Context: an optimization exercise on an open-source flow, tuned for small area, a short achievable clock period and few clock cycles. The choices shown serve that exercise and are no tape-out recipe.
In this exercise RTL edits were held to simulation tests only and were not proved equivalent to the original.
The clock port is modelled as an ideal driver; clocking choices that lean on that would not hold on a real chip.
Power is estimated from default activity; no workload was simulated.

**flow/design.v**
```verilog
`timescale 1ns/1ps
module text_matrix (
    input  wire [63:0] text,
    input  wire [63:0] RKey,
    output wire [63:0] txt_matrix,
    output wire [63:0] key_matrix
);
genvar n;
generate
    for (n = 0; n < 16; n = n + 1) begin : g_cell
        assign txt_matrix[4*n +: 4] = text[4*(15-n) +: 4];
        assign key_matrix[4*n +: 4] = RKey[4*(15-n) +: 4];
    end
endgenerate
endmodule
`timescale 1ns/1ps
module round_const (
    input  wire [5:0]  j,
    output wire [63:0] round_cnst
);
reg [7:0] rc;
always @(*) begin
    case (j)
        6'd0:  rc = 8'h01;
        6'd1:  rc = 8'h03;
        6'd2:  rc = 8'h07;
        6'd3:  rc = 8'h0F;
        6'd4:  rc = 8'h1F;
        6'd5:  rc = 8'h3E;
        6'd6:  rc = 8'h3D;
        6'd7:  rc = 8'h3B;
        6'd8:  rc = 8'h37;
        6'd9:  rc = 8'h2F;
        6'd10: rc = 8'h1E;
        6'd11: rc = 8'h3C;
        6'd12: rc = 8'h39;
        6'd13: rc = 8'h33;
        6'd14: rc = 8'h27;
        6'd15: rc = 8'h0E;
        6'd16: rc = 8'h1D;
        6'd17: rc = 8'h3A;
        6'd18: rc = 8'h35;
        6'd19: rc = 8'h2B;
        6'd20: rc = 8'h16;
        6'd21: rc = 8'h2C;
        6'd22: rc = 8'h18;
        6'd23: rc = 8'h30;
        6'd24: rc = 8'h21;
        6'd25: rc = 8'h02;
        6'd26: rc = 8'h05;
        6'd27: rc = 8'h0B;
        6'd28: rc = 8'h17;
        6'd29: rc = 8'h2E;
        6'd30: rc = 8'h1C;
        6'd31: rc = 8'h38;
        6'd32: rc = 8'h31;
        default: rc = 8'h00;
    endcase
end
wire [3:0] hi = {1'b0, rc[5:3]};
wire [3:0] lo = {1'b0, rc[2:0]};
assign round_cnst = { lo, 4'd4, 4'd0, 4'd0, hi, 4'd2, 4'd0, 4'd0, lo, 4'd1, 4'd0, 4'd0, hi, 4'd0, 4'd0, 4'd0 };
endmodule
`timescale 1ns/1ps
module subcells (
    input  wire [63:0] in_matrix,
    output wire [63:0] out_matrix
);
function [3:0] s_box;
    input [3:0] x;
    begin
        case (x)
            4'h0: s_box = 4'hC;
            4'h1: s_box = 4'hA;
            4'h2: s_box = 4'hD;
            4'h3: s_box = 4'h3;
            4'h4: s_box = 4'hE;
            4'h5: s_box = 4'hB;
            4'h6: s_box = 4'hF;
            4'h7: s_box = 4'h7;
            4'h8: s_box = 4'h9;
            4'h9: s_box = 4'h8;
            4'hA: s_box = 4'h1;
            4'hB: s_box = 4'h5;
            4'hC: s_box = 4'h0;
            4'hD: s_box = 4'h2;
            4'hE: s_box = 4'h4;
            default: s_box = 4'h6;
        endcase
    end
endfunction
genvar m;
generate
    for (m = 0; m < 16; m = m + 1) begin : g_cell
        assign out_matrix[4*m +: 4] = s_box(in_matrix[4*m +: 4]);
    end
endgenerate
endmodule
`timescale 1ns/1ps
module Mixrow (
    input  wire [63:0] st_mixrow,
    output reg  [63:0] mixr_state
);
reg [3:0] mixrow_matrix [0:3][0:3];
reg [3:0] temp;
integer j, k, l;
function [3:0] galiosmultiplication;
    input [3:0] a, b;
    reg [3:0] ans;
    reg [3:0] temp_a;
    integer i;
    begin
        ans = 4'b0000;
        temp_a = a;
        for (i = 0; i < 4; i = i + 1) begin
            if (b[i] == 1'b1) begin
                ans = ans ^ temp_a;
            end
            if (temp_a[3] == 1'b1) begin
                temp_a = (temp_a << 1) ^ 4'h3;  
            end else begin
                temp_a = temp_a << 1;
            end
        end
        galiosmultiplication = ans;
    end
endfunction
always @(*) begin
    mixrow_matrix[0][0] = 4'd1;  mixrow_matrix[0][1] = 4'd4;  mixrow_matrix[0][2] = 4'd9;  mixrow_matrix[0][3] = 4'd13;
    mixrow_matrix[1][0] = 4'd4;  mixrow_matrix[1][1] = 4'd1;  mixrow_matrix[1][2] = 4'd13; mixrow_matrix[1][3] = 4'd9;
    mixrow_matrix[2][0] = 4'd9;  mixrow_matrix[2][1] = 4'd13; mixrow_matrix[2][2] = 4'd1;  mixrow_matrix[2][3] = 4'd4;
    mixrow_matrix[3][0] = 4'd13; mixrow_matrix[3][1] = 4'd9;  mixrow_matrix[3][2] = 4'd4;  mixrow_matrix[3][3] = 4'd1;
    mixr_state = 64'd0;
    for (j = 0; j < 4; j = j + 1) begin
        for (k = 0; k < 4; k = k + 1) begin
            temp = 4'b0000;
            for (l = 0; l < 4; l = l + 1) begin
                temp = temp ^ galiosmultiplication(st_mixrow[4*(4*j+l) +: 4], mixrow_matrix[l][k]);
            end
            mixr_state[4*(4*j+k) +: 4] = temp;
        end
    end
end
endmodule
`timescale 1ns/1ps
module Mixcoloumn (
    input  wire [63:0] st_mixcoloumn,
    output reg  [63:0] mixc_state
);
reg [3:0] mixcoloumn_matrix [0:3][0:3];
reg [3:0] temp;
integer j, k, l;
function [3:0] galiosmultiplication;
    input [3:0] a, b;
    reg [3:0] ans;
    reg [3:0] temp_a;
    integer i;
    begin
        ans = 4'b0000;
        temp_a = a;
        for (i = 0; i < 4; i = i + 1) begin
            if (b[i] == 1'b1) begin
                ans = ans ^ temp_a;
            end
            if (temp_a[3] == 1'b1) begin
                temp_a = (temp_a << 1) ^ 4'h3;  
            end else begin
                temp_a = temp_a << 1;
            end
        end
        galiosmultiplication = ans;
    end
endfunction
always @(*) begin
    mixcoloumn_matrix[0][0] = 4'd13; mixcoloumn_matrix[0][1] = 4'd9;  mixcoloumn_matrix[0][2] = 4'd4;  mixcoloumn_matrix[0][3] = 4'd1;
    mixcoloumn_matrix[1][0] = 4'd9;  mixcoloumn_matrix[1][1] = 4'd13; mixcoloumn_matrix[1][2] = 4'd1;  mixcoloumn_matrix[1][3] = 4'd4;
    mixcoloumn_matrix[2][0] = 4'd4;  mixcoloumn_matrix[2][1] = 4'd1;  mixcoloumn_matrix[2][2] = 4'd13; mixcoloumn_matrix[2][3] = 4'd9;
    mixcoloumn_matrix[3][0] = 4'd1;  mixcoloumn_matrix[3][1] = 4'd4;  mixcoloumn_matrix[3][2] = 4'd9;  mixcoloumn_matrix[3][3] = 4'd13;
    mixc_state = 64'd0;
    for (j = 0; j < 4; j = j + 1) begin
        for (k = 0; k < 4; k = k + 1) begin
            temp = 4'b0000;
            for (l = 0; l < 4; l = l + 1) begin
                temp = temp ^ galiosmultiplication(mixcoloumn_matrix[l][k], st_mixcoloumn[4*(4*j+l) +: 4]);
            end
            mixc_state[4*(4*j+k) +: 4] = temp;
        end
    end
end
endmodule
`timescale 1ns/1ps
module LOONG_ENC (
    input  wire        clk,
    input  wire        reset,         
    input  wire        start,
    input  wire [63:0] plaintext,
    input  wire [63:0] roundKey,
    output reg  [63:0] ciphertext,
    output reg         done
);
localparam [63:0] CIPHER_CONST = 64'h6407_1204_6107_1004;
wire [63:0] txt_m;
wire [63:0] key_m;
text_matrix matirx_form (
    .text(plaintext),
    .RKey(roundKey),
    .txt_matrix(txt_m),
    .key_matrix(key_m)
);
always @(posedge clk or negedge reset) begin
    if (~reset) done <= 1'b0;
    else        done <= start;
end
always @(posedge clk) begin
    ciphertext <= txt_m ^ key_m ^ CIPHER_CONST;
end
endmodule
```
**flow/flow/run.sh**
```bash
#!/bin/bash
# Layout flow: the standard synthesis and flow, with small port buffers and
# output pins spread evenly (flow/pins.tcl), each output register and its
# port buffer next to the pin (flow/place.tcl)
# and a one-level clock distribution (flow/clk.tcl) in place of the CTS tree.
# Each tool's output goes to its own log in the work folder.
set -euo pipefail
W=$(pwd)
bash standard.sh synth > "$W/synth.log" 2>&1
bash standard.sh \
  BUFFER_PORTS_ARGS="-buffer_cell sky130_fd_sc_hd__buf_1" \
  PRE_IO_PLACEMENT_TCL="$W/flow/pins.tcl" \
  PRE_DETAIL_PLACE_TCL="$W/flow/place.tcl" \
  POST_DETAIL_PLACE_TCL="$W/flow/post_dp.tcl" \
  PRE_CTS_TCL="$W/flow/pre_cts.tcl" \
  CTS_ARGS="-buf_list sky130_fd_sc_hd__buf_12 -root_buf sky130_fd_sc_hd__buf_12 -dont_use_dummy_load" \
  finish > "$W/layout.log" 2>&1
```
**flow/flow/clk.tcl**
```tcl
# Clock distribution: the clock port drives NCLK buffers, each at the centre
# of the registers of one sector of the die around the registers' centre.
source [file join [file dirname [info script]] sites.tcl]
proc my_clock_buffers { ncl cell } {
  set block [ord::get_db_block]
  my_sites::init 0
  set dbu [$block getDbUnitsPerMicron]
  set pins {}
  set xs 0.0; set ys 0.0
  foreach p [get_pins -of_objects [get_nets clk] -filter "direction==input"] {
    set inst [[sta::sta_to_db_pin $p] getInst]
    set bb [$inst getBBox]
    set x [expr {([$bb xMin] + [$bb xMax]) / 2.0 / $dbu}]
    set y [expr {([$bb yMin] + [$bb yMax]) / 2.0 / $dbu}]
    lappend pins [list $p $x $y]
    set xs [expr {$xs + $x}]; set ys [expr {$ys + $y}]
  }
  set n [llength $pins]
  set cx [expr {$xs / $n}]; set cy [expr {$ys / $n}]
  set pi 3.14159265358979
  set groups {}
  for {set g 0} {$g < $ncl} {incr g} { dict set groups $g {} }
  foreach e $pins {
    lassign $e p x y
    set a [expr {atan2($y - $cy, $x - $cx) + $pi}]
    set g [expr {int($a / (2 * $pi) * $ncl) % $ncl}]
    dict lappend groups $g $e
  }
  set k 0
  dict for {g es} $groups {
    if {[llength $es] == 0} continue
    set gx 0.0; set gy 0.0; set lp {}
    foreach e $es { lassign $e p x y; set gx [expr {$gx + $x}]; set gy [expr {$gy + $y}]; lappend lp $p }
    set m [llength $es]
    set buf [insert_buffer -buffer_cell $cell -net clk -load_pins $lp \
      -location [list [expr {$gx / $m}] [expr {$gy / $m}]] \
      -buffer_name clkbuf_$k -net_name clknet_$k]
    # on the free sites nearest the group's centre, so that no cell moves
    my_sites::put [$block findInst [get_full_name $buf]] [expr {int($gx / $m * $dbu)}] [expr {int($gy / $m * $dbu)}] PLACED
    puts "clock buffer clkbuf_$k: $m registers"
    incr k
  }
  foreach net [$block getNets] {
    if {[string match clknet_* [$net getName]] || [$net getName] eq "clk"} { $net setSigType CLOCK }
  }
}
```
**flow/flow/pins.tcl**
```tcl
# Runs before ORFS's pin placement: the output pins are spread evenly along the
# die's edges, each in a window about 1.4 um wide, so that every output's
# register and port buffer can sit right next to its pin (place.tcl). On the
# left and right edges each output gets about one row of its own; the top and
# bottom edges, where the pairs lie along the edge, take fewer, away from the
# corners. done sits in the middle of the bottom edge. The input pins are left
# to place_pins.
set die [[ord::get_db_block] getDieArea]
set dbu [[ord::get_db_block] getDbUnitsPerMicron]
set w [expr {[$die dx] / double($dbu)}]
set h [expr {[$die dy] / double($dbu)}]
set cts {}
for {set i 0} {$i < 64} {incr i} { lappend cts "ciphertext\[$i\]" }
set bottom [concat [lrange $cts 0 4] done [lrange $cts 5 9]]
set right [lrange $cts 10 31]
set top [lrange $cts 32 41]
set left [lrange $cts 42 63]
foreach edge {bottom right top left} margin {12.0 5.0 12.0 5.0} {
  set names [set $edge]
  set cnt [llength $names]
  set len [expr {$edge eq "bottom" || $edge eq "top" ? $w : $h}]
  for {set j 0} {$j < $cnt} {incr j} {
    set c [expr {$margin + ($len - 2 * $margin) * ($j + 0.5) / $cnt}]
    set_io_pin_constraint -pin_names [list [lindex $names $j]] \
      -region $edge:[format %.2f [expr {$c - 0.7}]]-[format %.2f [expr {$c + 0.7}]]
  }
}
```
**flow/flow/place.tcl**
```tcl
# Runs before ORFS's detailed placement: for each output in turn, its port
# buffer and the register that drives it go side by side in one row, on the
# free sites that bring the buffer nearest its pin. These cells are held
# (FIRM) while detailed placement legalizes the others around them;
# post_dp.tcl releases them.
source [file join [file dirname [info script]] sites.tcl]
namespace eval my_place {
  proc driver {net} {
    if {$net eq "NULL"} { return "" }
    foreach it [$net getITerms] { if {[$it isOutputSignal]} { return [$it getInst] } }
    return ""
  }

  proc run {} {
    my_sites::init 1
    set block [ord::get_db_block]
    set core [$block getCoreArea]
    set pairs {}
    foreach bt [$block getBTerms] {
      if {[$bt getIoType] ne "OUTPUT"} continue
      set ob [driver [$bt getNet]]
      if {$ob eq ""} continue
      set ff ""
      foreach it [$ob getITerms] { if {[$it isInputSignal]} { set ff [driver [$it getNet]] } }
      set bb [$bt getBBox]
      set px [expr {([$bb xMin] + [$bb xMax]) / 2}]
      set py [expr {([$bb yMin] + [$bb yMax]) / 2}]
      # the pin's point clamped into the core
      set tx [expr {min(max($px, [$core xMin]), [$core xMax])}]
      set ty [expr {min(max($py, [$core yMin]), [$core yMax])}]
      lappend pairs [list $ob $ff $tx $ty]
    }
    # done first: its register is the slowest to drive its buffer
    set pairs [lsort -command {apply {{a b} {
      expr {[string match "done*" [[lindex $b 1] getName]] - [string match "done*" [[lindex $a 1] getName]]}
    }}} $pairs]
    foreach p $pairs {
      lassign $p ob ff tx ty
      if {$ff ne "" && [string match *__df* [[$ff getMaster] getName]]} {
        my_sites::put_pair $ob $ff $tx $ty FIRM
      } else {
        my_sites::put $ob $tx $ty FIRM
      }
    }
    puts "my_place: held [llength $my_sites::moved] cells next to the output pins"
  }
}
my_place::run
```
**flow/flow/post_dp.tcl**
```tcl
# Runs after ORFS's detailed placement: release the cells place.tcl held.
foreach inst [[ord::get_db_block] getInsts] {
  if {[$inst getPlacementStatus] eq "FIRM"} { $inst setPlacementStatus PLACED }
}
```
**flow/flow/pre_cts.tcl**
```tcl
# Runs before ORFS's CTS step: build the clock distribution here (the clock
# port drives four buffers, each feeding the registers of one sector), after
# which clock_tree_synthesis finds the clock net already buffered and skips it.
source [file join [file dirname [info script]] clk.tcl]
my_clock_buffers 4 sky130_fd_sc_hd__buf_12
```
**flow/flow/sites.tcl**
```tcl
# Free-site search on the placement rows, shared by place.tcl and clk.tcl.
namespace eval my_sites {
  variable occ
  variable rows
  variable sitew
  variable moved {}

  # every placed cell (or, with fixed_only, every fixed cell) blocks its sites
  proc init {fixed_only} {
    variable occ; variable rows; variable sitew; variable moved
    set block [ord::get_db_block]
    set rows {}
    set moved {}
    array unset occ
    foreach row [$block getRows] {
      set o [$row getOrigin]
      set sitew [[$row getSite] getWidth]
      lappend rows [list $row [lindex $o 0] [lindex $o 1] [$row getSiteCount] [[$row getSite] getHeight]]
      set occ([$row getName]) {}
    }
    foreach inst [$block getInsts] {
      if {[$inst isFixed] || (!$fixed_only && [$inst isPlaced])} { block_inst $inst }
    }
  }
  proc block_inst {inst} {
    variable occ; variable rows; variable sitew
    set bb [$inst getBBox]
    foreach r $rows {
      lassign $r row x0 y0 n h
      if {[$bb yMin] < $y0 + $h && [$bb yMax] > $y0} {
        set s [expr {([$bb xMin] - $x0) / $sitew}]
        set e [expr {([$bb xMax] - $x0 + $sitew - 1) / $sitew}]
        lappend occ([$row getName]) [list $s $e]
      }
    }
  }

  proc free {name s e} {
    variable occ
    foreach iv $occ($name) {
      if {$s < [lindex $iv 1] && $e > [lindex $iv 0]} { return 0 }
    }
    return 1
  }

  # place inst on the free sites nearest to the point (tx, ty), its centre
  proc put {inst tx ty status} {
    variable occ; variable rows; variable sitew; variable moved
    set m [$inst getMaster]
    set w [expr {([$m getWidth] + $sitew - 1) / $sitew}]
    set best {}
    foreach r $rows {
      lassign $r row x0 y0 n h
      set dy [expr {abs($y0 + $h / 2 - $ty)}]
      if {$best ne "" && $dy >= [lindex $best 0]} continue
      set s0 [expr {int(round(($tx - $x0) / double($sitew) - $w / 2.0))}]
      for {set d 0} {$d < $n} {incr d} {
        set hit ""
        foreach s [list [expr {$s0 - $d}] [expr {$s0 + $d}]] {
          if {$s < 0 || $s + $w > $n} continue
          if {[free [$row getName] $s [expr {$s + $w}]]} { set hit $s; break }
        }
        if {$hit ne ""} break
        if {$best ne "" && $d * $sitew + $dy >= [lindex $best 0]} break
      }
      if {$hit eq ""} continue
      set cost [expr {abs($x0 + ($hit + $w / 2.0) * $sitew - $tx) + $dy}]
      if {$best eq "" || $cost < [lindex $best 0]} { set best [list $cost $row $x0 $y0 $hit $w] }
    }
    if {$best eq ""} { return 0 }
    lassign $best cost row x0 y0 s w
    $inst setOrient [$row getOrient]
    $inst setLocation [expr {$x0 + $s * $sitew}] $y0
    $inst setPlacementStatus $status
    lappend occ([$row getName]) [list $s [expr {$s + $w}]]
    lappend moved [$inst getName]
    return 1
  }


  # place a and b side by side in one row, a on the end nearest the point
  # (tx, ty), on the free sites that bring a's centre nearest that point; a is
  # a buffer and b the register driving it
  proc put_pair {a b tx ty status} {
    variable occ; variable rows; variable sitew; variable moved
    set wa [expr {([[$a getMaster] getWidth] + $sitew - 1) / $sitew}]
    set wb [expr {([[$b getMaster] getWidth] + $sitew - 1) / $sitew}]
    set w [expr {$wa + $wb}]
    set best {}
    foreach r $rows {
      lassign $r row x0 y0 n h
      set dy [expr {abs($y0 + $h / 2 - $ty)}]
      if {$best ne "" && $dy >= [lindex $best 0]} continue
      # a on the left (sa = s) or on the right (sa = s + wb) of the span at s
      foreach left {1 0} {
        set off [expr {$left ? 0 : $wb}]
        set s0 [expr {int(round(($tx - $x0) / double($sitew) - $wa / 2.0)) - $off}]
        set hit ""
        for {set d 0} {$d < $n} {incr d} {
          foreach s [list [expr {$s0 - $d}] [expr {$s0 + $d}]] {
            if {$s < 0 || $s + $w > $n} continue
            if {[free [$row getName] $s [expr {$s + $w}]]} { set hit $s; break }
          }
          if {$hit ne ""} break
          if {$best ne "" && $d * $sitew + $dy >= [lindex $best 0]} break
        }
        if {$hit eq ""} continue
        set cost [expr {abs($x0 + ($hit + $off + $wa / 2.0) * $sitew - $tx) + $dy}]
        if {$best eq "" || $cost < [lindex $best 0]} { set best [list $cost $row $x0 $y0 $hit $left] }
      }
    }
    if {$best eq ""} { return 0 }
    lassign $best cost row x0 y0 s left
    set sa [expr {$left ? $s : $s + $wb}]
    set sb [expr {$left ? $s + $wa : $s}]
    # the cells' pins face each other: the register's output and the buffer's
    # input are on the cells' right and left ends, so with a on the left both
    # are mirrored about the y axis
    set orient [$row getOrient]
    if {$left} { set orient [dict get {R0 MY MX R180} $orient] }
    foreach {inst si wi} [list $a $sa $wa $b $sb $wb] {
      $inst setOrient $orient
      $inst setLocation [expr {$x0 + $si * $sitew}] $y0
      $inst setPlacementStatus $status
      lappend occ([$row getName]) [list $si [expr {$si + $wi}]]
      lappend moved [$inst getName]
    }
    return 1
  }
}
```
**flow/standard.sh**
```bash
#!/bin/bash
# synth_recipe.tcl (not shown) runs the flow's synth.tcl, then flattens the netlist and writes it again
# the make line also repeats each setting of config.mk as NAME=value (left out here)
make -C /OpenROAD-flow-scripts/flow DESIGN_CONFIG=/design/flow/config.mk WORK_HOME=/design/flow/orfs CLKGATE_MAP_FILE= SYNTH_SCRIPT=/design/flow/synth_recipe.tcl "${@:-finish}"
```
**flow/config.mk**
```make
export PLATFORM = sky130hd
export DESIGN_NAME = LOONG_ENC
export DESIGN_NICKNAME = LOONG_ENC
export VERILOG_FILES = /design/flow/design.v
export SDC_FILE = /design/flow/constraint.sdc
export NUM_CORES = 4
export LEC_CHECK = 0
export CAP_MARGIN = 20
export CORE_MARGIN = 2
export CORE_UTILIZATION = 40
export SLEW_MARGIN = 20
```
**flow/constraint.sdc**
```tcl
create_clock -name core_clock -period 5.0 [get_ports {clk}]
set_input_delay 1.0000 -clock core_clock [delete_from_list [all_inputs] [get_ports {clk}]]
set_output_delay 1.0000 -clock core_clock [all_outputs]
set_load 0.01 [all_outputs]
```
==> results of run 1 <==
==> power groups by stage <==
stage	Combinational [mW]	Sequential, mW	Clock, mW
after global routing	0.188	0.592	0.263
after detailed placement	0.175	0.594	0
after floorplan	0.0320	0.628	0
after global placement	0.168	0.606	0
final	0.175	0.588	0.243
after CTS	0.177	0.598	0.205
==> flip-flops by register name, indices dropped and copies added, names as in the netlist <==
| register | flops |
|---|---|
| ciphertext | 64 |
| done | 1 |
==> logic make-up (layout without fill, tap and decap cells) <==
| logic type | count (synthesis) | count (layout) | synth area share [%] |
|---|---|---|---|
| xor+xnor | 64 | 64 | 30.0 |
| buf+inv | 0 | 199 | 0 |
| flops | 65 | 65 | 70.0 |
==> per-stage QoR <==
| step | util (%) | hold WS [ns] |
|---|---|---|
| 3_3_place_gp | 60.3 | 0.764 |
| 5_1_grt | 62.2 | 0.660 |
| 4_1_cts | 62.2 | 0.792 |
| 2_1_floorplan | - | 0.704 |
| 3_5_place_dp | 60.3 | 0.794 |
| 6_report | 62.2 | 0.661 |
==> routing by layer <==
layer / vias up / share of wire (%) / GRT usage [%]
met5: - / 0 / 0
met4: 0 / 2.3 / 7.34
met3: 8 / 12 / 8.75
met2: 132 / 50 / 44.1
met1: 655 / 36 / 29.4
li1: 786 / - / -
==> cell type report, clock buffers not listed <==
| cell class | count | area (sq um) | share of cell area [%] |
|---|---|---|---|
| Tap cell | 52 | 65.1 | 2.37 |
| Sequential cell | 65 | 1310 | 47.6 |
| Multi-Input combinational cell | 64 | 561 | 20.4 |
| Timing Repair Buffer | 195 | 732 | 26.7 |
==> worst paths after layout <==
kind / startpoint / end
setup / recovery: done / done
hold / removal: reset / done
max in group asynchronous: reset / done
min in group core_clock: start / done
==> cell usage after synthesis <==
library cell,n
dfxtp_1,64
xor2_1,47
xnor2_1,17
dfrtp_1,1
==> run notes, run 1 <==
total routed wirelength=6970 um; overflow left after global routing=0; largest cells by area after synthesis=dfxtp_1 (69%), xor2_1 (22%), xnor2_1 (8.0%); fin crit share=32.0%; Worst path max stage delay=0.37 ns; # diodes=0; Final ANT Viol Nets=0; setup bufs post-CTS=0; critical path launch point type=flop; Comb pwr share=17.4%; vias in the first global route=1589; initial core utilization=42.3%; Netlist Area Pre-Place=0.00187 sq mm; placed cell areas=0.00266 sq mm; Non-Filler Instances=380; Worst-path clk slew=0.07 ns; Hold Crit Class=input port to asynchronous set/reset pin; pre-CTS setup slack=3.42 ns; Yosys top cell by area=dfxtp_1; final slew viol count=0; setup violators final=0; total of max-cap violations=0; Top delay family on crit path=flip-flops; fill count=308; hpwl dp=5980 um; final worst slack=3.40 ns; commonest non-fill, non-tap cell in the layout=buf_1; Crit path required time=4.00 ns; die height=72.3 um; share of layout cells above drive strength 1=1.22%; DIE AREA=0.00523 sq mm; Mapped Nets=260; RSZ-0062 raised after global routing=no; Worst Path Buf+Inv=1; Vias=1581; Total Routing Usage GR=25.3%; fin nets=461; Net Sw Frac=23.4%; Max Freq=0.624 GHz; DRT Pass-1 Iters=4; hold-fix buffers at CTS=0; FP Rows=24; Internal=0.770 mW; post-synth top area share=68.6%; Hold Fails Final Rpt=0; first-pass GRT wire length=9190 um; DRC viols=0; Clock Power Share=24.1%; largest net degree at the start of global routing=18; Critical Path Stages=1; post-synth cell types=4; Routed WL per cell=18.3 um; Ports=196; Synth Instances=129; Layout area overhead=47.0%; PwrDens=366 mW/mm^2; Worst setup EP type=primary output; Vias/cell=4.16; Yosys warning total=1; synthesized flop and latch total=65; DR iter-0 viols=72; cts repair resizes=0; P_leak=1.06 nW; initial antenna violation count=0; crit path time final=1.60 ns; # port buffers=195; worst-case vdd ir drop=0.231 mV; status=complete, no violations; measured slew at the worst slew-check pin=0.421 ns; crit-path max FO=1; most frequent cells in the layout=buf_1 (195), dfxtp_1 (64), xor2_1 (47), xnor2_1 (17), buf_12 (4); sequential fraction of design power=58.5%; final instance area=0.00274 sq mm; placed insts=376; CP max-delay cell=dfrtp_1; Slew HR=71.9%; crit path DAT=0.60 ns; sequential cell area fraction in the yosys report=70.0%; mean post-synth cell area=14.5 sq um; setup TNS=0 ns; core area=0.00441 sq mm; Tot Pwr=1.01 mW; GP Congestion=0.759; Net Switching=0.235 mW; Crit Path Class=flop to primary output; critical-path cell list=buf_1; die width=72.3 um
Testbench counts, summed over its fixed seeds: cycles 960.
==> inputs of run 2 (changes only) <==
--- a/flow/flow/run.sh
+++ b/flow/flow/run.sh
@@ -15,2 +15,3 @@
   PRE_CTS_TCL="$W/flow/pre_cts.tcl" \
+  POST_CTS_TCL="$W/flow/post_cts.tcl" \
   CTS_ARGS="-buf_list sky130_fd_sc_hd__buf_12 -root_buf sky130_fd_sc_hd__buf_12 -dont_use_dummy_load" \
==> flow/flow/post_cts.tcl (new file) <==
# Runs after ORFS's CTS step, whose legalization puts every cell back in its
# row's orientation: mirror cells again where that shortens the wiring (as
# ORFS's detailed placement step does), so that each output register's Q pin
# faces its port buffer's input.
optimize_mirroring
==> run notes, run 2 <==
RSZ-0062 raised after global routing=no; P_leak=1.06 nW (unchanged); commonest non-fill, non-tap cell in the layout=buf_1; Vias/cell=4.14 (-0.38%); most common cell in the netlist=dfxtp_1; max reg flops=64 (unchanged); Top reg by flops=ciphertext; Net Switching=0.240 mW (+2.1%); initial core utilization=42.3% (unchanged); number of synthesized flops with an enable pin=0 (unchanged); Max Freq=0.624 GHz (about the same); vias in the first global route=1469 (-7.6%); first-pass GRT wire length=8300 um (-9.7%); Worst Path Buf+Inv=1 (unchanged); mean post-synth cell area=14.5 sq um (unchanged); Synth async-reset ratio=1.54% (unchanged); Vias=1575 (-0.38%); placed cell areas=0.00266 sq mm (unchanged); crit path time final=1.60 ns (+0.000640 ns); post-synth cell types=4 (unchanged); final hold slack=0.660 ns (-0.00161 ns); Mapped Nets=260 (unchanged); worst-case vdd ir drop=0.232 mV (+0.23%); Slew HR=69.3% (-2.5 points); Net Sw Frac=23.7% (+0.37 points); Hold Crit Class=input port to asynchronous set/reset pin; Yosys top cell by area=dfxtp_1; DIE AREA=0.00523 sq mm (unchanged); Routed WL per cell=18.5 um (+0.89%); Post-synth top cells=dfxtp_1 (64), xor2_1 (47), xnor2_1 (17); DRT Pass-1 Iters=4 (unchanged); GP Congestion=0.759 (unchanged); Netlist Area Pre-Place=0.00187 sq mm (unchanged); hpwl dp=5980 um (unchanged); Layout area overhead=47.0% (unchanged); DR iter-0 viols=58 (-19%); top flop regs=ciphertext x64, done x1; area taken by multi-input logic gates=561 sq um (unchanged); largest cells by area after synthesis=dfxtp_1 (69%), xor2_1 (22%), xnor2_1 (8.0%); fin util=62.2% (unchanged); fin crit share=32.0% (about the same); initial antenna violation count=0 (unchanged); pre-CTS setup slack=3.42 ns (unchanged); FP Rows=24 (unchanged); total routed wirelength=7030 um (+0.89%); final slew viol count=0 (unchanged); Total Routing Usage GR=23.0% (-2.4 points); Tot Pwr=1.01 mW (+0.51%); measured slew at the worst slew-check pin=0.458 ns (+0.0376 ns); overflow left after global routing=0 (unchanged); Worst-path clk slew=0.07 ns (about the same); Synth Instances=129 (unchanged); most frequent cells in the layout=buf_1 (195), dfxtp_1 (64), xor2_1 (47), xnor2_1 (17), buf_12 (4); # diodes=0 (unchanged); Ports=196 (unchanged); Crit Path Class=flop to primary output; final worst slack=3.40 ns (-0.000640 ns); Worst path max stage delay=0.37 ns (about the same); Final ANT Viol Nets=0 (unchanged); total of max-cap violations=0 (unchanged); Crit path required time=4.00 ns (about the same); CP max-delay cell=dfrtp_1; Top delay family on crit path=flip-flops; die height=72.3 um (unchanged); synthesized flop and latch total=65 (unchanged); sequential fraction of design power=58.2% (-0.3 points); crit-path max FO=1 (unchanged); placed insts=376 (unchanged); sequential cell area=0.00131 sq mm (unchanged); setup TNS=0 ns (unchanged); fill count=308 (unchanged); Non-Filler Instances=380 (unchanged); core area=0.00441 sq mm (unchanged); Comb pwr share=17.4% (about the same); final instance area=0.00274 sq mm (unchanged); Worst setup EP type=primary output; die width=72.3 um (unchanged); crit path DAT=0.60 ns (about the same); Yosys warning total=1 (unchanged); PwrDens=368 mW/mm^2 (+0.51%); setup violators final=0 (unchanged); sequential cell area fraction in the yosys report=70.0% (unchanged); Clock Power Share=24.5% (+0.4 points); DRC viols=0 (unchanged); Internal=0.770 mW (about the same); critical path launch point type=flop; critical path startpoint=done; fin nets=461 (unchanged); Synth Flop Type=dfxtp_1; Hold Fails Final Rpt=0 (unchanged); largest net degree at the start of global routing=18 (unchanged); # port buffers=195 (unchanged); share of layout cells above drive strength 1=1.22% (unchanged); status=complete, no violations; post-synth top area share=68.6% (unchanged); critical-path cell list=buf_1
-- run 2: cell counts in the layout (fill, tap and decap cells not counted) --
No cell type changed its count.
-- run 2: worst paths after layout --
path | end | slack, ns | depth (start not counted)
hold / removal | done | 0.66 | 1
min in group core_clock | done | 1.04 | 1
setup / recovery | done | 3.40 | 1
max in group asynchronous | done | 4.22 | 1
-- run 2: logic make-up after synthesis --
kind of cell	share of synthesized area [%]
xor+xnor	30.0
flops	70.0
-- run 2: cell type report, clock buffers not listed --
cell class	count	area share, %
Timing Repair Buffer	195	26.7
Tap cell	52	2.37
Sequential cell	65	47.6
Multi-Input combinational cell	64	20.4
-- run 2: per-layer routing --
layer / global-route usage (%) / up-vias / part of all wire [%]
met5: 0 / - / 0
met4: 4.61 / 0 / 1.2
met3: 9.03 / 4 / 13
met2: 44.8 / 133 / 50
met1: 22.7 / 651 / 35
li1: - / 787 / -
-- run 2: power groups by stage --
| stage | Clock (mW) | Sequential, mW | Combinational, mW |
|---|---|---|---|
| final | 0.247 | 0.587 | 0.176 |
| after floorplan | 0 | 0.628 | 0.0320 |
| after global placement | 0 | 0.606 | 0.168 |
| after global routing | 0.263 | 0.592 | 0.188 |
| after detailed placement | 0 | 0.594 | 0.175 |
==> inputs of run 3 (changes only) <==
--- a/flow/flow/run.sh
+++ b/flow/flow/run.sh
@@ -16,2 +16,3 @@
   POST_CTS_TCL="$W/flow/post_cts.tcl" \
+  SKIP_INCREMENTAL_REPAIR=1 \
   CTS_ARGS="-buf_list sky130_fd_sc_hd__buf_12 -root_buf sky130_fd_sc_hd__buf_12 -dont_use_dummy_load" \
==> run notes, run 3 <==
Worst path max stage delay=0.36 ns (about the same); Mapped Nets=260 (unchanged); Net Sw Frac=22.5% (-1.3 points); Internal=0.769 mW (-0.12%); sequential fraction of design power=58.9% (+0.7 points); Final ANT Viol Nets=0 (unchanged); overflow left after global routing=0 (unchanged); DRC viols=0 (unchanged); measured slew at the worst slew-check pin=0.427 ns (-0.0313 ns); Vias/cell=4.12 (-0.63%); fill count=308 (unchanged); fin crit share=31.7% (-0.40 points); Synth Flop Type=dfxtp_1; # port buffers=195 (unchanged); Synth Instances=129 (unchanged); initial core utilization=42.3% (unchanged); total routed wirelength=6410 um (-8.9%); Yosys warning total=1 (unchanged); synthesized flop and latch total=65 (unchanged); Ports=196 (unchanged); mean post-synth cell area=14.5 sq um (unchanged); Top reg by flops=ciphertext; crit path time final=1.58 ns (-0.0198 ns); DIE AREA=0.00523 sq mm (unchanged); Netlist Area Pre-Place=0.00187 sq mm (unchanged); setup TNS=0 ns (unchanged); largest cells by area after synthesis=dfxtp_1 (69%), xor2_1 (22%), xnor2_1 (8.0%); Routed WL per cell=16.9 um (-8.9%); PwrDens=362 mW/mm^2 (-1.8%); Hold Fails Final Rpt=0 (unchanged); CP max-delay cell=dfrtp_1; Post-synth top cells=dfxtp_1 (64), xor2_1 (47), xnor2_1 (17); Slew HR=71.4% (+2.1 points); DRT Pass-1 Iters=4 (unchanged); Synth async-reset ratio=1.54% (unchanged); post-synth top area share=68.6% (unchanged); Worst Path Buf+Inv=1 (unchanged); Max Freq=0.632 GHz (+1.2%); setup violators final=0 (unchanged); post-synth cell types=4 (unchanged); critical-path cell list=buf_1; Worst setup EP type=primary output; initial antenna violation count=0 (unchanged); most frequent cells in the layout=buf_1 (195), dfxtp_1 (64), xor2_1 (47), xnor2_1 (17), buf_12 (4); Hold Crit Class=input port to asynchronous set/reset pin; Vias=1565 (-0.63%); die height=72.3 um (unchanged); top flop regs=ciphertext x64, done x1; Worst-path clk slew=0.06 ns (about the same); crit path DAT=0.58 ns (-0.02 ns); share of layout cells above drive strength 1=1.22% (unchanged); largest family of logic cells by synthesized area=XOR/XNOR gates; Total Routing Usage GR=23.0% (unchanged); Crit Path Class=flop to primary output; core area=0.00441 sq mm (unchanged); XOR/XNOR share of the synthesized area=30.0% (unchanged); Crit path required time=4.00 ns (about the same); final slew viol count=0 (unchanged); number of synthesized flops with an enable pin=0 (unchanged); GP Congestion=0.759 (unchanged); critical path launch point type=flop; die width=72.3 um (unchanged); hpwl dp=5980 um (unchanged); # diodes=0 (unchanged); fin nets=461 (unchanged); final worst slack=3.42 ns (+0.0198 ns); FP Rows=24 (unchanged); Comb pwr share=17.3% (about the same); P_leak=1.06 nW (unchanged); Layout area overhead=47.0% (unchanged); Top delay family on crit path=flip-flops; vias in the first global route=1469 (unchanged); most common cell in the netlist=dfxtp_1; largest net degree at the start of global routing=18 (unchanged); adder-cell share of the synthesized area=0% (unchanged); sequential cell area fraction in the yosys report=70.0% (unchanged); Clock Power Share=23.9% (-0.6 points); Synth Area in Compound Gates=0% (unchanged); pre-CTS setup slack=3.42 ns (unchanged); Synth Area in Simple Gates=0% (unchanged); commonest non-fill, non-tap cell in the layout=buf_1; post-synthesis mux area share=0% (unchanged); crit-path max FO=1 (unchanged); worst-case vdd ir drop=0.228 mV (-1.4%); Net Switching=0.223 mW (-7.0%); DR iter-0 viols=49 (-16%); max reg flops=64 (unchanged); total of max-cap violations=0 (unchanged); status=complete, no violations; first-pass GRT wire length=8300 um (unchanged); Yosys top cell by area=dfxtp_1
## run 3: cell counts in the layout (fill, tap and decap cells not counted)
No cell type changed its count.
## run 3: cell type report, clock buffers not listed
class                           instances  area, sq um  share of cell area [%]
Multi-Input combinational cell         64          561                    20.4
Timing Repair Buffer                  195          732                    26.7
Tap cell                               52         65.1                    2.37
Sequential cell                        65         1310                    47.6
## run 3: cell families (layout without fill, tap and decap cells)
group | count (synthesis) | after routing
XOR/XNOR | 64 | 64
buffers and inverters | 0 | 199
flip-flops | 65 | 65
## run 3: path summary, 6_finish.rpt
| path | from | endpoint | cells after the start |
|---|---|---|---|
| max in group asynchronous | reset | done | 1 |
| min in group core_clock | start | done | 1 |
| max | done | done | 1 |
| min | reset | done | 1 |
## run 3: metal layers
layer / share of wire [%] / GRT usage (%) / up-vias
li1: - / - / 785
met1: 31 / 22.7 / 640
met2: 54 / 44.8 / 134
met3: 13 / 9.03 / 6
met4: 1.8 / 4.61 / 0
met5: 0 / 0 / -
## run 3: metrics by stage
stage          instance area [sq um]  cells  util [%]  hold WS (ns)  power [mW]
2_1_floorplan                   1870    129         -         0.704       0.660
3_3_place_gp                    2660    376      60.3         0.764       0.774
3_5_place_dp                    2660    376      60.3         0.794       0.769
5_1_grt                         2740    380      62.2         0.659        1.03
6_report                        2740    380      62.2         0.666       0.992
## run 3: power groups by stage
stage / sequential [mW] / combinational, mW / clock (mW)
global placement: 0.606 / 0.168 / 0
finish: 0.584 / 0.172 / 0.237
floorplan: 0.628 / 0.0320 / 0
global route: 0.589 / 0.185 / 0.259
detailed placement: 0.594 / 0.175 / 0
==> inputs of run 4 (changes only) <==
==> flow/flow/run.sh (replaced) <==
#!/bin/bash
# Layout flow: the standard synthesis and ORFS flow (standard.sh), with
#  - buf_1 port buffers;
#  - the output pins spread evenly along the edges (flow/pins.tcl);
#  - each output register and its port buffer side by side next to the pin
#    (flow/place.tcl, released by flow/post_dp.tcl), mirrored so that the
#    register's Q faces the buffer (flow/post_cts.tcl; incremental repair after
#    global routing is skipped, as its legalization would undo the mirroring);
#  - a one-level clock distribution, four buf_12 driven by the clock port
#    (flow/clk.tcl via flow/pre_cts.tcl), in place of the CTS tree.
# Each tool's output goes to its own log in the work folder (synth.log,
# layout.log, and ORFS's per-step logs under orfs/logs).
set -euo pipefail
W=$(pwd)
bash standard.sh synth > "$W/synth.log" 2>&1
bash standard.sh \
  BUFFER_PORTS_ARGS="-buffer_cell sky130_fd_sc_hd__buf_1" \
  PRE_IO_PLACEMENT_TCL="$W/flow/pins.tcl" \
  PRE_DETAIL_PLACE_TCL="$W/flow/place.tcl" \
  POST_DETAIL_PLACE_TCL="$W/flow/post_dp.tcl" \
  PRE_CTS_TCL="$W/flow/pre_cts.tcl" \
  POST_CTS_TCL="$W/flow/post_cts.tcl" \
  SKIP_INCREMENTAL_REPAIR=1 \
  CTS_ARGS="-buf_list sky130_fd_sc_hd__buf_16 -root_buf sky130_fd_sc_hd__buf_16 -dont_use_dummy_load" \
  finish > "$W/layout.log" 2>&1
--- a/flow/flow/clk.tcl
+++ b/flow/flow/clk.tcl
@@ -1,3 +1,4 @@
-# Clock distribution: the clock port drives NCLK buffers, each at the centre
-# of the registers of one sector of the die around the registers' centre.
+# Clock distribution: the clock port drives ncl buffers, each on the free sites
+# nearest the centre of the registers of one sector of the die around the
+# registers' centre.
 source [file join [file dirname [info script]] sites.tcl]
--- a/flow/flow/pre_cts.tcl
+++ b/flow/flow/pre_cts.tcl
@@ -4,2 +4,2 @@
 source [file join [file dirname [info script]] clk.tcl]
-my_clock_buffers 4 sky130_fd_sc_hd__buf_12
+my_clock_buffers 4 sky130_fd_sc_hd__buf_16
==> run notes, run 4 <==
placed cell areas=0.00266 sq mm (unchanged); Crit Path Class=flop to primary output; # diodes=0 (unchanged); CP max-delay cell=dfrtp_1; first-pass GRT wire length=8320 um (+0.25%); total routed wirelength=6360 um (-0.70%); FP Rows=24 (unchanged); sequential cell area fraction in the yosys report=70.0% (unchanged); Worst setup EP type=primary output; Layout area overhead=48.6%; largest cells by area after synthesis=dfxtp_1 (69%), xor2_1 (22%), xnor2_1 (8.0%); Synth Flop Type=dfxtp_1; Top reg by flops=ciphertext; Top delay family on crit path=flip-flops; Synth Instances=129 (unchanged); Final ANT Viol Nets=0 (unchanged); Mapped Nets=260 (unchanged); post-synth cell types=4 (unchanged); Max Freq=0.632 GHz (about the same); overflow left after global routing=0 (unchanged); Slew HR=72.1% (+0.63 points); die height=72.3 um (unchanged); final instance area=0.00277 sq mm (+1.1%); setup TNS=0 ns (unchanged); pre-CTS setup slack=3.42 ns (unchanged); Vias=1549 (-1.0%); fill count=303 (-1.6%); final slew viol count=0 (unchanged); die width=72.3 um (unchanged); Worst path max stage delay=0.36 ns (about the same); Post-synth top cells=dfxtp_1 (64), xor2_1 (47), xnor2_1 (17); most common cell in the netlist=dfxtp_1; Hold Fails Final Rpt=0 (unchanged); DRT Pass-1 Iters=4 (unchanged); commonest non-fill, non-tap cell in the layout=buf_1; GP Congestion=0.759 (unchanged); mean post-synth cell area=14.5 sq um (unchanged); Vias/cell=4.08 (-1.0%); hpwl dp=5980 um (unchanged); max reg flops=64 (unchanged); most frequent cells in the layout=buf_1 (195), dfxtp_1 (64), xor2_1 (47), xnor2_1 (17), buf_16 (4); P_leak=1.07 nW (+1.2%); synthesized flop and latch total=65 (unchanged); fin crit share=31.7% (about the same); number of synthesized flops with an enable pin=0 (unchanged); Worst Path Buf+Inv=1 (unchanged); final worst slack=3.42 ns (+0.0000500 ns); initial core utilization=42.3% (unchanged); setup violators final=0 (unchanged); Total Routing Usage GR=23.0% (+0.029 points); critical-path cell list=buf_1; crit path time final=1.58 ns (-0.0000500 ns); measured slew at the worst slew-check pin=0.418 ns (-0.00948 ns); PwrDens=376 mW/mm^2 (+4.1%); post-synth top area share=68.6% (unchanged); crit-path max FO=1 (unchanged); DR iter-0 viols=36 (-27%); core area=0.00441 sq mm (unchanged); Yosys warning total=1 (unchanged); DRC viols=0 (unchanged); largest net degree at the start of global routing=18 (unchanged); status=complete, no violations; Routed WL per cell=16.7 um (-0.70%); # port buffers=195 (unchanged); top flop regs=ciphertext x64, done x1; Yosys top cell by area=dfxtp_1; Netlist Area Pre-Place=0.00187 sq mm (unchanged); Synth async-reset ratio=1.54% (unchanged); Hold Crit Class=input port to asynchronous set/reset pin; critical path launch point type=flop; Crit path required time=4.00 ns (about the same); share of layout cells above drive strength 1=1.22% (unchanged); DIE AREA=0.00523 sq mm (unchanged); initial antenna violation count=0 (unchanged); crit path DAT=0.58 ns (about the same); Worst-path clk slew=0.06 ns (about the same); Ports=196 (unchanged); Tot Pwr=1.04 mW (+5.2%); total of max-cap violations=0 (unchanged); vias in the first global route=1472 (+0.20%); worst-case vdd ir drop=0.272 mV (+19%); fin nets=461 (unchanged)
## run 4: worst max-delay path by stage
stage,depth (start not counted),from,slack [ns],to
floorplan,0,done,3.62,done
global placement,1,ciphertext[46],3.42,ciphertext[46]
global route,1,done,3.38,done
detailed placement,2,roundKey[18],3.42,ciphertext[46]
finish,1,done,3.42,done
## run 4: final cells by class, clock buffers not listed
cell class	count	area, sq um	share of cell area [%]
sequential	65	1310	47.1
timing repair buffer	195	732	26.4
tap	52	65.1	2.35
multi-input combinational	64	561	20.2
## run 4: stage by stage
stage | std cells | util, % | hold slack [ns]
after floorplan | 129 | - | 0.704
after global placement | 376 | 60.3 | 0.764
after detailed placement | 376 | 60.3 | 0.794
after global routing | 380 | 62.8 | 0.657
final | 380 | 62.8 | 0.665
## run 4: power breakdown
| part | switching, mW | internal, mW |
|---|---|---|
| clock network | 0.110 | 0.180 |
| registers | 0.0101 | 0.574 |
| logic | 0.103 | 0.0677 |
| total | 0.223 | 0.821 |
## run 4: cell families (layout without fill, tap and decap cells)
family	after synthesis	in the layout	synth area share [%]
XOR/XNOR	64	64	30.0
buffers and inverters	0	199	0
flip-flops	65	65	70.0
## run 4: per-layer routing
metal	up-vias	part of all wire [%]	track usage [%]	routed length, um
met5	-	0	0	0
met1	633	32	22.9	2010
met4	0	2.0	4.61	127
met2	122	54	44.8	3440
met3	8	12	8.89	783
li1	786	-	-	-
==> inputs of run 5 (changes only) <==
--- a/flow/flow/pre_cts.tcl
+++ b/flow/flow/pre_cts.tcl
@@ -4,2 +4,2 @@
 source [file join [file dirname [info script]] clk.tcl]
-my_clock_buffers 4 sky130_fd_sc_hd__buf_16
+my_clock_buffers 2 sky130_fd_sc_hd__buf_16
==> run notes, run 5 <==
initial antenna violation count=0 (unchanged); final slew viol count=0 (unchanged); crit path time final=1.63 ns (+0.0462 ns); final worst slack=3.37 ns (-0.0462 ns); Synth async-reset ratio=1.54% (unchanged); most common cell in the netlist=dfxtp_1; # port buffers=195 (unchanged); Worst path max stage delay=0.37 ns (about the same); Final ANT Viol Nets=0 (unchanged); mean post-synth cell area=14.5 sq um (unchanged); DRT Pass-1 Iters=4 (unchanged); FP Rows=24 (unchanged); number of synthesized flops with an enable pin=0 (unchanged); fin crit share=32.6% (+0.92 points); die width=72.3 um (unchanged); Worst Path Buf+Inv=1 (unchanged); Hold Crit Class=input port to asynchronous set/reset pin; Top reg by flops=ciphertext; DRC viols=0 (unchanged); pre-CTS setup slack=3.42 ns (unchanged); overflow left after global routing=0 (unchanged); DR iter-0 viols=43 (+19%); Synth Instances=129 (unchanged); setup violators final=0 (unchanged); die height=72.3 um (unchanged); # diodes=0 (unchanged); Mapped Nets=260 (unchanged); share of layout cells above drive strength 1=0.613% (-0.61 points); critical path launch point type=flop; Synth Flop Type=dfxtp_1; Top delay family on crit path=flip-flops; Vias=1548 (-0.065%); largest net degree at the start of global routing=34 (+16); vias in the first global route=1464 (-0.54%); Crit Path Class=flop to primary output; Max Freq=0.614 GHz (-2.8%); max reg flops=64 (unchanged); Worst setup EP type=primary output; post-synth cell types=4 (unchanged); total of max-cap violations=0 (unchanged); setup TNS=0 ns (unchanged); worst-case vdd ir drop=0.213 mV (-21%); Slew HR=71.5% (-0.57 points); Routed WL per cell=16.9 um (+0.66%); GP Congestion=0.759 (unchanged); Hold Fails Final Rpt=0 (unchanged); Worst-path clk slew=0.10 ns (+0.04 ns); crit-path max FO=1 (unchanged); Yosys top cell by area=dfxtp_1; top flop regs=ciphertext x64, done x1; status=complete, no violations; commonest non-fill, non-tap cell in the layout=buf_1; Post-synth top cells=dfxtp_1 (64), xor2_1 (47), xnor2_1 (17); Crit path required time=4.00 ns (about the same); measured slew at the worst slew-check pin=0.426 ns (+0.00852 ns); critical-path cell list=buf_1; core area=0.00441 sq mm (unchanged); Layout area overhead=45.6%; fin nets=459 (-0.43%); largest cells by area after synthesis=dfxtp_1 (69%), xor2_1 (22%), xnor2_1 (8.0%); PwrDens=351 mW/mm^2 (-6.6%); Vias/cell=4.10 (+0.46%); total routed wirelength=6370 um (+0.13%); hpwl dp=5980 um (unchanged); crit path DAT=0.63 ns (+0.05 ns); most frequent cells in the layout=buf_1 (195), dfxtp_1 (64), xor2_1 (47), xnor2_1 (17), buf_16 (2); sequential cell area fraction in the yosys report=70.0% (unchanged); Netlist Area Pre-Place=0.00187 sq mm (unchanged); Total Routing Usage GR=22.9% (-0.12 points); Ports=196 (unchanged); Yosys warning total=1 (unchanged); post-synth top area share=68.6% (unchanged); DIE AREA=0.00523 sq mm (unchanged); CP max-delay cell=dfrtp_1; synthesized flop and latch total=65 (unchanged); initial core utilization=42.3% (unchanged); P_leak=1.04 nW (-2.4%); first-pass GRT wire length=8270 um (-0.58%)
run 5: area by class of cell, clock buffers not listed:
class	instances	area, sq um
Sequential cell	65	1310
Timing Repair Buffer	195	732
Fill cell	309	1700
Multi-Input combinational cell	64	561
Tap cell	52	65.1
run 5: worst paths after layout:
kind	slack [ns]	to	startpoint	cells after the start
min in group core_clock	1.00	done	start	1
max in group asynchronous	4.25	done	reset	1
hold / removal	0.62	done	reset	1
setup / recovery	3.37	done	done	1
run 5: kinds of logic (layout without fill, tap and decap cells):
group | after synthesis | count (layout) | synth area share (%)
flops | 65 | 65 | 70.0
xor+xnor | 64 | 64 | 30.0
buf+inv | 0 | 197 | 0
run 5: routing by layer:
metal	vias up	routed length (um)	global-route usage, %
li1	781	-	-
met1	637	2000	22.7
met2	122	3460	45.1
met3	8	777	8.33
met4	0	132	4.40
met5	-	0	0
run 5: power by group:
group	internal (mW)	leakage (nW)	total (mW)	switching [mW]
registers	0.572	0.552	0.582	0.0100
clock network	0.0911	0.0254	0.202	0.111
logic	0.0677	0.466	0.171	0.104
total	0.731	1.04	0.956	0.224
run 5: metrics by stage:
step / power, mW / instance area (sq um) / util [%] / std cells / hold WS, ns
global placement: 0.774 / 2660 / 60.3 / 376 / 0.764
detailed placement: 0.769 / 2660 / 60.3 / 376 / 0.794
finish: 0.956 / 2720 / 61.6 / 378 / 0.625
floorplan: 0.660 / 1870 / - / 129 / 0.704
global route: 0.995 / 2720 / 61.6 / 378 / 0.612
==> inputs of run 6 (changes only) <==
--- a/flow/flow/run.sh
+++ b/flow/flow/run.sh
@@ -23,3 +23,3 @@
   SKIP_INCREMENTAL_REPAIR=1 \
-  CTS_ARGS="-buf_list sky130_fd_sc_hd__buf_16 -root_buf sky130_fd_sc_hd__buf_16 -dont_use_dummy_load" \
+  CTS_ARGS="-buf_list sky130_fd_sc_hd__buf_8 -root_buf sky130_fd_sc_hd__buf_8 -dont_use_dummy_load" \
   finish > "$W/layout.log" 2>&1
--- a/flow/flow/pre_cts.tcl
+++ b/flow/flow/pre_cts.tcl
@@ -4,2 +4,2 @@
 source [file join [file dirname [info script]] clk.tcl]
-my_clock_buffers 2 sky130_fd_sc_hd__buf_16
+my_clock_buffers 4 sky130_fd_sc_hd__buf_8
==> run notes, run 6 <==
Crit path required time=4.00 ns (about the same); die width=72.3 um (unchanged); Netlist Area Pre-Place=0.00187 sq mm (unchanged); Synth Instances=129 (unchanged); Net Sw Frac=23.5% (about the same); Post-synth top cells=dfxtp_1 (64), xor2_1 (47), xnor2_1 (17); Mapped Nets=260 (unchanged); critical path launch point type=flop; fin nets=461 (+0.44%); final slew viol count=0 (unchanged); Comb pwr share=18.0% (about the same); Top reg by flops=ciphertext; worst-case vdd ir drop=0.238 mV (+12%); max reg flops=64 (unchanged); share of layout cells above drive strength 1=1.22% (+0.61 points); Worst path max stage delay=0.36 ns (about the same); Layout area overhead=45.9%; Yosys warning total=1 (unchanged); Worst-path clk slew=0.08 ns (-0.02 ns); measured slew at the worst slew-check pin=0.427 ns (+0.000590 ns); fin crit share=32.0% (-0.62 points); placed insts=376 (unchanged); Hold Fails Final Rpt=0 (unchanged); Final ANT Viol Nets=0 (unchanged); initial antenna violation count=0 (unchanged); overflow left after global routing=0 (unchanged); Top delay family on crit path=flip-flops; total routed wirelength=6430 um (+0.89%); DRC viols=0 (unchanged); Crit Path Class=flop to primary output; post-synth top area share=68.6% (unchanged); Non-Filler Instances=380 (+0.53%); post-synth cell types=4 (unchanged); largest cells by area after synthesis=dfxtp_1 (69%), xor2_1 (22%), xnor2_1 (8.0%); largest net degree at the start of global routing=18 (-47%); crit-path max FO=1 (unchanged); Worst setup EP type=primary output; PwrDens=351 mW/mm^2 (-0.17%); initial core utilization=42.3% (unchanged); FP Rows=24 (unchanged); core area=0.00441 sq mm (unchanged); # diodes=0 (unchanged); top flop regs=ciphertext x64, done x1; most frequent cells in the layout=buf_1 (195), dfxtp_1 (64), xor2_1 (47), xnor2_1 (17), buf_8 (4); hpwl dp=5980 um (unchanged); # port buffers=195 (unchanged); Total Routing Usage GR=22.9% (+0.065 points); Vias/cell=4.11 (+0.31%); most common cell in the netlist=dfxtp_1; Hold Crit Class=input port to asynchronous set/reset pin; DIE AREA=0.00523 sq mm (unchanged); Yosys top cell by area=dfxtp_1; Routed WL per cell=16.9 um (+0.36%); sequential cell area fraction in the yosys report=70.0% (unchanged); sequential fraction of design power=61.0% (about the same); Clock Power Share=21.0% (about the same); CP max-delay cell=dfrtp_1; P_leak=1.05 nW (+0.41%); number of synthesized flops with an enable pin=0 (unchanged); metal3 WL=784 um (+0.90%); commonest non-fill, non-tap cell in the layout=buf_1; Synth Flop Type=dfxtp_1; final hold slack=0.653 ns (+0.0278 ns); setup TNS=0 ns (unchanged); first-pass GRT wire length=8290 um (+0.16%); synthesized flop and latch total=65 (unchanged); critical path startpoint=done; Detail Route met2 WL=3510 um (+1.4%); crit path DAT=0.60 ns (-0.03 ns); DR iter-0 viols=50 (+16%); setup violators final=0 (unchanged); DRT Pass-1 Iters=4 (unchanged); Slew HR=71.5% (about the same); Ports=196 (unchanged); Max Freq=0.626 GHz (+1.9%); Worst Path Buf+Inv=1 (unchanged); M1 WL=2050 um (+2.3%); total of max-cap violations=0 (unchanged); top sig layer=met4; crit path time final=1.60 ns (-0.0308 ns); critical-path cell list=buf_1; final worst slack=3.40 ns (+0.0308 ns); status=complete, no violations; fin util=61.7% (+0.11 points); Vias=1561 (+0.84%); Internal=0.731 mW (about the same); mean post-synth cell area=14.5 sq um (unchanged); vias in the first global route=1469 (+0.34%); GP Congestion=0.759 (unchanged); Net Switching=0.224 mW (about the same); pre-CTS setup slack=3.42 ns (unchanged); Synth async-reset ratio=1.54% (unchanged); die height=72.3 um (unchanged)
==> run 6: cell counts after synthesis <==
Identical to the previous run, type by type.
==> run 6: kinds of logic (layout without fill, tap and decap cells) <==
group	after synthesis	in the layout	share of synthesized area (%)
buffers and inverters	0	199	0
XOR/XNOR	64	64	30.0
flip-flops	65	65	70.0
==> run 6: metrics by stage <==
step,power (mW),cell area [sq um]
2_1_floorplan,0.660,1870
3_3_place_gp,0.774,2660
3_5_place_dp,0.769,2660
5_1_grt,0.994,2720
6_report,0.956,2720
==> run 6: metal layers <==
metal	vias to the layer above	GRT usage [%]
li1	785	-
met1	645	22.6
met2	127	44.8
met3	4	9.03
met4	0	4.61
met5	-	0
==> run 6: worst paths after layout <==
path	slack (ns)	endpoint	cells after the start
setup / recovery	3.40	done	1
hold / removal	0.65	done	1
max in group asynchronous	4.22	done	1
min in group core_clock	1.02	done	1
==> run 6: layout make-up, clock buffers not listed <==
| class | instances | area (sq um) |
|---|---|---|
| Sequential cell | 65 | 1310 |
| Timing Repair Buffer | 195 | 732 |
| Tap cell | 52 | 65.1 |
| Fill cell | 310 | 1690 |
| Multi-Input combinational cell | 64 | 561 |
==> run 6: power by group through the flow <==
stage | registers, mW | clock network [mW] | logic [mW]
finish | 0.583 | 0.201 | 0.172
global route | 0.589 | 0.220 | 0.185
detailed placement | 0.594 | 0 | 0.175
global placement | 0.606 | 0 | 0.168
floorplan | 0.628 | 0 | 0.0320
==> inputs of run 7 (changes only) <==
--- a/flow/flow/run.sh
+++ b/flow/flow/run.sh
@@ -23,3 +23,3 @@
   SKIP_INCREMENTAL_REPAIR=1 \
-  CTS_ARGS="-buf_list sky130_fd_sc_hd__buf_8 -root_buf sky130_fd_sc_hd__buf_8 -dont_use_dummy_load" \
+  CTS_ARGS="-buf_list sky130_fd_sc_hd__buf_12 -root_buf sky130_fd_sc_hd__buf_12 -dont_use_dummy_load" \
   finish > "$W/layout.log" 2>&1
--- a/flow/flow/pre_cts.tcl
+++ b/flow/flow/pre_cts.tcl
@@ -4,2 +4,2 @@
 source [file join [file dirname [info script]] clk.tcl]
-my_clock_buffers 4 sky130_fd_sc_hd__buf_8
+my_clock_buffers 3 sky130_fd_sc_hd__buf_12
==> run notes, run 7 <==
largest cells by area after synthesis=dfxtp_1 (69%), xor2_1 (22%), xnor2_1 (8.0%); Max Freq=0.628 GHz (+0.43%); DR iter-0 viols=29 (-42%); Top reg by flops=ciphertext; Crit path required time=4.00 ns (about the same); Slew HR=73.2% (+1.8 points); post-synth cell types=4 (unchanged); Final ANT Viol Nets=0 (unchanged); total routed wirelength=6410 um (-0.31%); number of synthesized flops with an enable pin=0 (unchanged); GP Congestion=0.759 (unchanged); Hold Fails Final Rpt=0 (unchanged); Synth Flop Type=dfxtp_1; crit path DAT=0.59 ns (about the same); CP max-delay cell=dfrtp_1; Non-Filler Instances=379 (-0.26%); fin nets=460 (-0.22%); Total Routing Usage GR=23.0% (+0.059 points); measured slew at the worst slew-check pin=0.400 ns (-0.0265 ns); setup violators final=0 (unchanged); Vias=1550 (-0.70%); status=complete, no violations; initial core utilization=42.3% (unchanged); Crit Path Class=flop to primary output; Mapped Nets=260 (unchanged); sequential cell area=0.00131 sq mm (unchanged); Worst Path Buf+Inv=1 (unchanged); final worst slack=3.41 ns (+0.00678 ns); crit path time final=1.59 ns (-0.00678 ns); sequential cell area fraction in the yosys report=70.0% (unchanged); Synth Instances=129 (unchanged); core area=0.00441 sq mm (unchanged); worst-case vdd ir drop=0.239 mV (+0.39%); final slew viol count=0 (unchanged); top flop regs=ciphertext x64, done x1; Top delay family on crit path=flip-flops; Routed WL per cell=16.9 um (about the same); P_leak=1.05 nW (-0.14%); vias in the first global route=1479 (+0.68%); critical-path cell list=buf_1; Layout area overhead=45.9% (unchanged); crit-path max FO=1 (unchanged); share of layout cells above drive strength 1=0.917% (-0.30 points); post-synth top area share=68.6% (unchanged); Netlist Area Pre-Place=0.00187 sq mm (unchanged); synthesized flop and latch total=65 (unchanged); DRT Pass-1 Iters=4 (unchanged); Worst path max stage delay=0.36 ns (about the same); die width=72.3 um (unchanged); # diodes=0 (unchanged); die height=72.3 um (unchanged); hpwl dp=5980 um (unchanged); max reg flops=64 (unchanged); pre-CTS setup slack=3.42 ns (unchanged); largest net degree at the start of global routing=27 (+9); mean post-synth cell area=14.5 sq um (unchanged); Post-synth top cells=dfxtp_1 (64), xor2_1 (47), xnor2_1 (17); fin crit share=31.8% (-0.14 points); placed insts=376 (unchanged); most frequent cells in the layout=buf_1 (195), dfxtp_1 (64), xor2_1 (47), xnor2_1 (17), buf_12 (3); Ports=196 (unchanged); Synth async-reset ratio=1.54% (unchanged); PwrDens=353 mW/mm^2 (+0.64%); critical path launch point type=flop; overflow left after global routing=0 (unchanged); # port buffers=195 (unchanged); Worst setup EP type=primary output; most common cell in the netlist=dfxtp_1; Yosys top cell by area=dfxtp_1; FP Rows=24 (unchanged); Worst-path clk slew=0.07 ns (about the same); Vias/cell=4.09 (-0.44%); commonest non-fill, non-tap cell in the layout=buf_1; Hold Crit Class=input port to asynchronous set/reset pin; total of max-cap violations=0 (unchanged); first-pass GRT wire length=8310 um (+0.34%); setup TNS=0 ns (unchanged); area taken by multi-input logic gates=561 sq um (unchanged); Yosys warning total=1 (unchanged); DIE AREA=0.00523 sq mm (unchanged); fill count=310 (unchanged); initial antenna violation count=0 (unchanged); DRC viols=0 (unchanged)
-- run 7: cell counts after synthesis --
No cell type changed its count.
-- run 7: cells by family after synthesis --
group,count (synthesis),share of synthesized area (%)
DFF,65,70.0
xor gates and xnor gates,64,30.0
-- run 7: worst max path at each step --
stage,from,endpoint,cells after the start
detailed placement,roundKey[18],ciphertext[46],2
finish,done,done,1
global placement,ciphertext[46],ciphertext[46],1
global route,ciphertext[15],ciphertext[15],1
floorplan,done,done,0
-- run 7: layout make-up, clock buffers not listed --
class | instances | share of cell area (%)
Multi-Input combinational cell | 64 | 20.6
Tap cell | 52 | 2.39
Timing Repair Buffer | 195 | 26.9
Sequential cell | 65 | 48.0
-- run 7: routing by layer --
metal / vias up / global-route usage, % / wire, um
li1: 783 / - / -
met1: 629 / 22.8 / 2020
met2: 125 / 44.2 / 3400
met3: 13 / 8.47 / 787
met4: 0 / 6.50 / 200
met5: - / 0 / 0
-- run 7: where the power goes --
| group | switching (mW) | total, mW | internal [mW] | leakage, nW |
|---|---|---|---|---|
| clock | 0.110 | 0.207 | 0.0974 | 0.0282 |
| sequential | 0.0102 | 0.584 | 0.573 | 0.552 |
| combinational | 0.104 | 0.171 | 0.0677 | 0.466 |
| total | 0.223 | 0.962 | 0.738 | 1.05 |
-- run 7: per-stage QoR --
stage	hold WS (ns)	power (mW)	area [sq um]	utilization (%)
6_report	0.658	0.962	2720	61.7
5_1_grt	0.652	1.00	2720	61.7
2_1_floorplan	0.704	0.660	1870	-
3_3_place_gp	0.764	0.774	2660	60.3
3_5_place_dp	0.794	0.769	2660	60.3
==> inputs of run 8 (changes only) <==
--- a/flow/flow/pre_cts.tcl
+++ b/flow/flow/pre_cts.tcl
@@ -4,2 +4,2 @@
 source [file join [file dirname [info script]] clk.tcl]
-my_clock_buffers 3 sky130_fd_sc_hd__buf_12
+my_clock_buffers 4 sky130_fd_sc_hd__buf_12
--- a/flow/config.mk
+++ b/flow/config.mk
@@ -9,3 +9,3 @@
 export CORE_MARGIN = 2
-export CORE_UTILIZATION = 40
+export CORE_UTILIZATION = 50
 export SLEW_MARGIN = 20
==> run notes, run 8 <==
core area=0.00363 sq mm (-18%); Vias/cell=4.20 (+2.7%); status=complete, no violations; initial core utilization=51.4% (+9.1 points); sequential cell area fraction in the yosys report=70.0% (unchanged); post-synth cell types=4 (unchanged); Worst path max stage delay=0.31 ns (-0.05 ns); DRC viols=0 (unchanged); measured slew at the worst slew-check pin=0.374 ns (-0.0266 ns); number of synthesized flops with an enable pin=0 (unchanged); vias in the first global route=1579 (+6.8%); post-synth top area share=68.6% (unchanged); crit path DAT=0.58 ns (about the same); # port buffers=195 (unchanged); Synth Instances=129 (unchanged); sequential cell area=0.00131 sq mm (unchanged); Crit path required time=4.00 ns (about the same); P_leak=1.06 nW (+0.90%); fin crit share=31.6% (-0.19 points); Netlist Area Pre-Place=0.00187 sq mm (unchanged); top flop regs=ciphertext x64, done x1; most common cell in the netlist=dfxtp_1; Tot Pwr=0.995 mW (+3.5%); mean post-synth cell area=14.5 sq um (unchanged); area taken by multi-input logic gates=561 sq um (unchanged); pre-CTS setup slack=3.39 ns (-0.0277 ns); Worst Path Buf+Inv=1 (unchanged); max reg flops=64 (unchanged); commonest non-fill, non-tap cell in the layout=buf_1; placed cell areas=0.00266 sq mm (-0.19%); fill count=213 (-31%); final worst slack=3.42 ns (+0.00946 ns); Worst setup EP type=primary output; Hold Crit Class=input port to asynchronous set/reset pin; setup violators final=0 (unchanged); Post-synth top cells=dfxtp_1 (64), xor2_1 (47), xnor2_1 (17); Max Freq=0.632 GHz (+0.60%); FP Rows=22 (-8.3%); Yosys warning total=1 (unchanged); Routed WL per cell=17.0 um (+0.62%); GP Congestion=0.794 (+4.6%); worst-case vdd ir drop=0.262 mV (+9.5%); final slew viol count=0 (unchanged); Slew HR=75.0% (+1.8 points); Hold Fails Final Rpt=0 (unchanged); die width=65.1 um (-10%); Final ANT Viol Nets=0 (unchanged); Yosys top cell by area=dfxtp_1; fin nets=461 (+0.22%); largest net degree at the start of global routing=21 (-22%); first-pass GRT wire length=8430 um (+1.4%); CP max-delay cell=dfxtp_1; most frequent cells in the layout=buf_1 (195), dfxtp_1 (64), xor2_1 (47), xnor2_1 (17), buf_12 (4); critical path launch point type=flop; # diodes=0 (unchanged); Layout area overhead=46.7%; total routed wirelength=6400 um (-0.17%); Mapped Nets=260 (unchanged); DR iter-0 viols=64 (+120%); crit path time final=1.58 ns (-0.00946 ns); Synth Flop Type=dfxtp_1; Total Routing Usage GR=28.9% (+5.9 points); total of max-cap violations=0 (unchanged); DRT Pass-1 Iters=4 (unchanged); hpwl dp=5960 um (-0.33%); Ports=196 (unchanged); synthesized flop and latch total=65 (unchanged); Crit Path Class=flop to primary output; Top delay family on crit path=flip-flops; Vias=1580 (+1.9%); initial antenna violation count=1 (+1); Worst-path clk slew=0.07 ns (about the same); critical-path cell list=buf_1; Synth async-reset ratio=1.54% (unchanged); Top reg by flops=ciphertext; final instance area=0.00274 sq mm (+0.55%); share of layout cells above drive strength 1=1.22% (+0.30 points); DIE AREA=0.00424 sq mm (-19%); crit-path max FO=1 (unchanged); largest cells by area after synthesis=dfxtp_1 (69%), xor2_1 (22%), xnor2_1 (8.0%); setup TNS=0 ns (unchanged); PwrDens=363 mW/mm^2 (+2.9%); die height=65.1 um (-10%); overflow left after global routing=0 (unchanged)
-- run 8: cell types whose count changed in the layout (fill, tap and decap cells not counted) --
cell | previous run | this run
buf_12 | 3 | 4
-- run 8: final timing paths --
path | startpoint | to | slack [ns] | cells after the start
max | ciphertext[40] | ciphertext[40] | 3.42 | 1
min | reset | done | 0.67 | 1
min in group core_clock | start | done | 1.04 | 1
max in group asynchronous | reset | done | 4.21 | 1
-- run 8: cell families after synthesis --
logic type  after synthesis  synth area share, %
flops                    65                 70.0
xor+xnor                 64                 30.0
-- run 8: power by group --
group	internal [mW]	leakage (nW)	switching, mW	total (mW)
Clock	0.128	0.0376	0.114	0.242
Combinational	0.0676	0.466	0.102	0.170
Sequential	0.574	0.552	0.0101	0.584
Total	0.770	1.06	0.226	0.995
-- run 8: per-layer routing --
| metal | GRT usage (%) | share of wire, % | vias up |
|---|---|---|---|
| met5 | 0 | 0.20 | - |
| met3 | 5.99 | 8.8 | 10 |
| met2 | 58.1 | 56 | 115 |
| li1 | - | - | 786 |
| met4 | 7.03 | 2.3 | 2 |
| met1 | 30.1 | 32 | 667 |
-- run 8: area by class of cell, clock buffers not listed --
| type | instances | area share [%] |
|---|---|---|
| multi-input combinational | 64 | 20.5 |
| sequential | 65 | 47.7 |
| timing repair buffer | 195 | 26.7 |
| tap | 48 | 2.19 |
-- run 8: through the flow --
step	std cells	hold slack (ns)	util, %
after floorplan	129	0.704	-
after global placement	372	0.770	73.2
after detailed placement	372	0.790	73.2
after global routing	376	0.662	75.4
final	376	0.668	75.4

Re-timed with assumed drivers on the ports (clkbuf_16 on the clock, buf_2 on other inputs), run 8 has 3.347 ns of setup slack against 3.418 ns with ideal ports, and 3.379 ns once port delays also move by the mid clock arrival of 0.177 ns.
